This is an optimization exercise on Yosys and OpenROAD, whose aim is small area, not a production implementation. In this exercise RTL edits were held to simulation tests only and were not proved equivalent to the original.

## flow/design.v (module list and top-level ports; edited modules follow where they fit)
// module synapse: 1439 lines
// module fa: 4 lines
// module ha: 4 lines
// module pnand: 3 lines
// module pnor: 3 lines
// module pxor: 3 lines
module synapse #(
    parameter DW = 16, T_DW = 4
)(
    input wire clk,
    input wire rst,
    input wire en,
    input wire [DW - 1 : 0] weights_w,
    input wire write_enable,
    output reg [DW - 1 : 0] weights_r,
    input wire read_enable,
    input wire [7:0] pre_spiking,
    output reg signed [DW - 1 : 0] spking_value,
    output reg post_en,
    input wire update_en,
    input wire signed [DW - 1 : 0] learning_rate
    );
  // ...
==> flow/flow/run.sh <==
#!/bin/bash
# The standard layout, with the port buffers made from the smallest
# buffer cell instead of the default one.
set -euo pipefail
bash standard.sh "BUFFER_PORTS_ARGS=-buffer_cell sky130_fd_sc_hd__buf_1" finish > standard.log 2>&1
==> flow/standard.sh <==
#!/bin/bash
# synth_recipe.tcl (not shown) runs the flow's synth.tcl, then flattens the netlist and writes it again
# the make line also repeats each setting of config.mk as NAME=value (left out here)
make -C /OpenROAD-flow-scripts/flow DESIGN_CONFIG=/design/flow/config.mk WORK_HOME=/design/flow/orfs CLKGATE_MAP_FILE= SYNTH_SCRIPT=/design/flow/synth_recipe.tcl "${@:-finish}"
==> flow/config.mk <==
export PLATFORM = sky130hd
export DESIGN_NAME = synapse
export DESIGN_NICKNAME = synapse
export VERILOG_FILES = /design/flow/design.v
export SDC_FILE = /design/flow/constraint.sdc
export NUM_CORES = 4
export LEC_CHECK = 0
export CAP_MARGIN = 20
export CORE_MARGIN = 2
export CORE_UTILIZATION = 65
export SLEW_MARGIN = 20
export SYNTH_HIERARCHICAL = 1
export SYNTH_MINIMUM_KEEP_SIZE = 0
==> flow/constraint.sdc <==
create_clock -name core_clock -period 14.0 [get_ports {clk}]
set_input_delay 2.8000 -clock core_clock [delete_from_list [all_inputs] [get_ports {clk}]]
set_output_delay 2.8000 -clock core_clock [all_outputs]
set_load 0.01 [all_outputs]
==> results.cfg, run 1 <==
[run_status]
status = no timing/DRC/antenna violations

[yosys]
synth_edf_count = 16
synthSimpleGateAreaFrac_pct = 14.10
synth_fa_ha_area_share_pct = 39.12
syn-cell-area_um2 = 18260

[cells_and_area]
final-nonclk-buf-share_pct = 2.906
seq_cells = 178
final_cell_mix = fa_1, nand2_1, nor2_1
layout-drive-gt1-share_pct = 12.48
layout.cells.non_filler = 2141
layout.nets = 2170

[floorplan]
start_util_pct = 65.89

[route]
top_layer = met5
route.met2.wl_mm = 21.50
drc = 0
routedWlPerCell_um = 20.94
finalWirelength_mm = 44.84

[grt]
top_usage_layer = met2
grt.met3_usage_pct = 9.250

[setup_path]
crit_required_ns = 14.35
crit_path_end_kind = flop
cp_slowest_cell = fa_2
arrival_ns = 13.83

[hold_path]
holdCritStartpoint = post_en

[placement]
placed_cells_incl_taps = 2098
==> run 2: changes to the inputs <==
--- a/flow/config.mk
+++ b/flow/config.mk
@@ -6,8 +6,8 @@
 export NUM_CORES = 4
 export LEC_CHECK = 0
-export CAP_MARGIN = 20
+export CAP_MARGIN = 0
 export CORE_MARGIN = 2
 export CORE_UTILIZATION = 65
-export SLEW_MARGIN = 20
+export SLEW_MARGIN = 0
 export SYNTH_HIERARCHICAL = 1
 export SYNTH_MINIMUM_KEEP_SIZE = 0
==> run 2 against run 1 <==
Compared with the run above: synthesized cell count unchanged; still clean on timing, DRC and antenna; synthesized area did not move; final cell count unchanged.
==> results.cfg, run 2 <==
[run_status]
status = no timing/DRC/antenna violations

[grt]
overflow = 0
grt_pass1_vias = 13303
grt_pass1_wl_mm = 73.06
grtUsageTotal_pct = 32.97
antenna_found_initial = 0
grt_max_degree = 71

[clocking]
cts.sinks = 178
htree_num_levels = 4
cts_tree = done
cts_buffers = 17
clock_path_buffers = 2
cts_root_buffer = clkbuf_16
hold_buffers = 0
cts.clk_slew.worst_paths_ns = 0.09
clk_latency_ns = 0.47

[cells_and_area]
layout-drive-gt1-share_pct = 12.48
syn_to_final_growth_pct = 7.985
n_antenna_cell = 0
layout.cells.non_filler = 2141
layout.nets = 2170
final_util_pct = 71.15
final_cell_mix = fa_1, nand2_1, nor2_1
fill_cells = 2099
final_common_cell = fa_1

[yosys]
synth_cell_types = 44
netlist.area_leader.share_pct = 35.97
yosys_register_bits = 178
async_reset_ff_share_pct = 0
synthTopCellsByArea = fa_1, dfxtp_1, mux4_2
syn_nets = 2112
syn-cell-area_um2 = 18260
netlist_top_cells_count = fa_1, nand2_1, nor2_1
synth_edf_count = 16
yosysSeqAreaShare_pct = 20.40
postSynthAreaPerCell_um2 = 10.79
synth_ff_type = dfxtp_1
synth_most_common_cell = fa_1
ys_warn_count = 7
synth_cells = 1692
yosys.area.top_type = fa_1

[setup_path]
crit_path_end_kind = flop
slowest_delay_ns = 0.58
start_kind = flop
cp_slowest_cell = fa_2
arrival_ns = 13.84
crit_type = flop to flop
worst-path-buf-inv = 0
crit_required_ns = 14.35
crit_family = adder cells
cp_max_fo = 4

[route]
avgViaCountPerCell = 6.012
drtIter0Drc = 1093
routed-via-count = 12871
postRouteAntennaNets = 0
drc = 0
dr.pass1.iters = 5
routedWlPerCell_um = 20.88
finalWirelength_mm = 44.71

[placement]
portBuffers = 78
placed_cells_incl_taps = 2098
globalplace.congestion = 0.9463
dpl.hpwl_mm = 34.22

[floorplan]
io_pins = 79
die_x_um = 171.6
fp.coreArea_um2 = 27710
fp.dieH_um = 171.6
core.rowCount = 61
dieArea_um2 = 29440
start_util_pct = 65.89

[sta]
relSlewSlack_pct = 19.41
grt_setup_unrepaired = false
worst_pin_slew_ns = 1.209
fin_worst_skew_ns = 0.01313
drv_slew = 0
max_freq_ghz = 0.07412
fin_tns_setup_ns = 0
setup_violations = 0
holdWs_ns = 0.4735
post-route-period-util_pct = 96.37
finalHoldViolations = 0
period_needed_ns = 13.49

[hold_path]
hold_path.class = flop to flop

[job]
cap_viol_max_count = 0
run 2: cell count changes in the layout (fill, tap and decap cells not counted):
cell,delta
nand2b_2,+1
nand2b_4,-1
run 2: worst paths after layout:
kind,startpoint,end,slack (ns),cells after the start
max reg2reg,y1[1],weights[15],0.51,36
max,y1[1],weights[15],0.51,36
min reg2reg,post_en,post_en,0.47,2
min,post_en,post_en,0.47,2
run 2: worst register-to-register path: cells and delay by family, from the launching register on:
family                     cells  cell delay (ns)
AOI/OAI and AO/OA              1             0.33
xor gates and xnor gates       5             0.76
adders and majority gates     28            11.80
DFF                            1             0.35
and+or+nand+nor                2             0.14
run 2: cell type report:
class                      instances  area, um2  area share [%]
clock inverter                    15      209.0           1.060
tap                              378      473.0           2.399
multi-input combinational       1392      14120           71.65
sequential                       178       3735           18.95
clock buffer                      17      425.4           2.158
inverter                          46      172.7          0.8759
timing repair buffer             115      573.1           2.907
run 2: per-module statistics from Yosys, one instance, submodules excluded:
module	cells	copies in the design	flops+latches	area (um2)
synapse	1066	1	178	9923
fa	1	328	0	20.02
ha	1	35	0	12.51
pxor	1	68	0	8.758
pnand	1	65	0	3.754
pnor	1	130	0	3.754
run 2: stage by stage:
stage,setup WS (ns),cell area (um2)
final,0.5087,19710
after global routing,0.01639,19710
after detailed placement,0.01827,18930
after CTS,0.02693,19630
after floorplan,0.6212,18260
after global placement,0.2798,18930
run 2: what timing repair did:
item,in CTS,in global routing
gates cloned,0,0
setup buffers,7,4
setup endpoints to repair,1,1
pin swaps,7,23
gates resized for setup,5,23
run 2: logic make-up (layout without fill, tap and decap cells):
logic type                 count (synthesis)  count (layout)  synth area share, %
muxes                                    134             134                12.00
DFF                                      178             178                20.40
and+or+nand+nor                          603             603                14.10
xor gates and xnor gates                 157             157                7.533
buffers and inverters                    122             193                2.721
adders and majority gates                374             374                39.12
AOI/OAI and AO/OA                        124             124                4.126
run 2: layer usage:
| metal | global-route usage (%) | up-vias | part of all wire [%] |
|---|---|---|---|
| met1 | 44.74 | 6571 | 40 |
| met4 | 9.764 | 2 | 2.8 |
| li1 | - | 5678 | - |
| met2 | 51.93 | 533 | 48 |
| met5 | 3.478 | - | 0.23 |
| met3 | 9.250 | 87 | 8.7 |

[afterwards: timing with drivers on the ports]
Ports are ideal in the flow. The routed layouts listed here were re-timed in OpenROAD.
Step 1 (the two cells are an assumption about what drives the block):
set clk [get_ports {clk}]
set_driving_cell -lib_cell sky130_fd_sc_hd__clkbuf_16 $clk
set_driving_cell -lib_cell sky130_fd_sc_hd__buf_2 [delete_from_list [all_inputs] $clk]
Step 2, shift: input delay + t, output delay - t, t = (earliest + latest rising clock arrival at the registers) / 2. This alone moves slack from input paths to output paths.
a / b / c = no drivers / after step 1 / after step 2; a / b = the first two.
| run | t, ns | setup WS [ns] | worst setup path after step 2 | worst register clock-pin slew, ns |
|---|---|---|---|---|
| run 1 | 0.510 | 0.514 / 0.514 / 0.514 | register to register | 0.09 / 0.09 |
| run 2 | 0.514 | 0.509 / 0.509 / 0.509 | register to register | 0.09 / 0.09 |
After both steps every run listed still meets setup and hold.
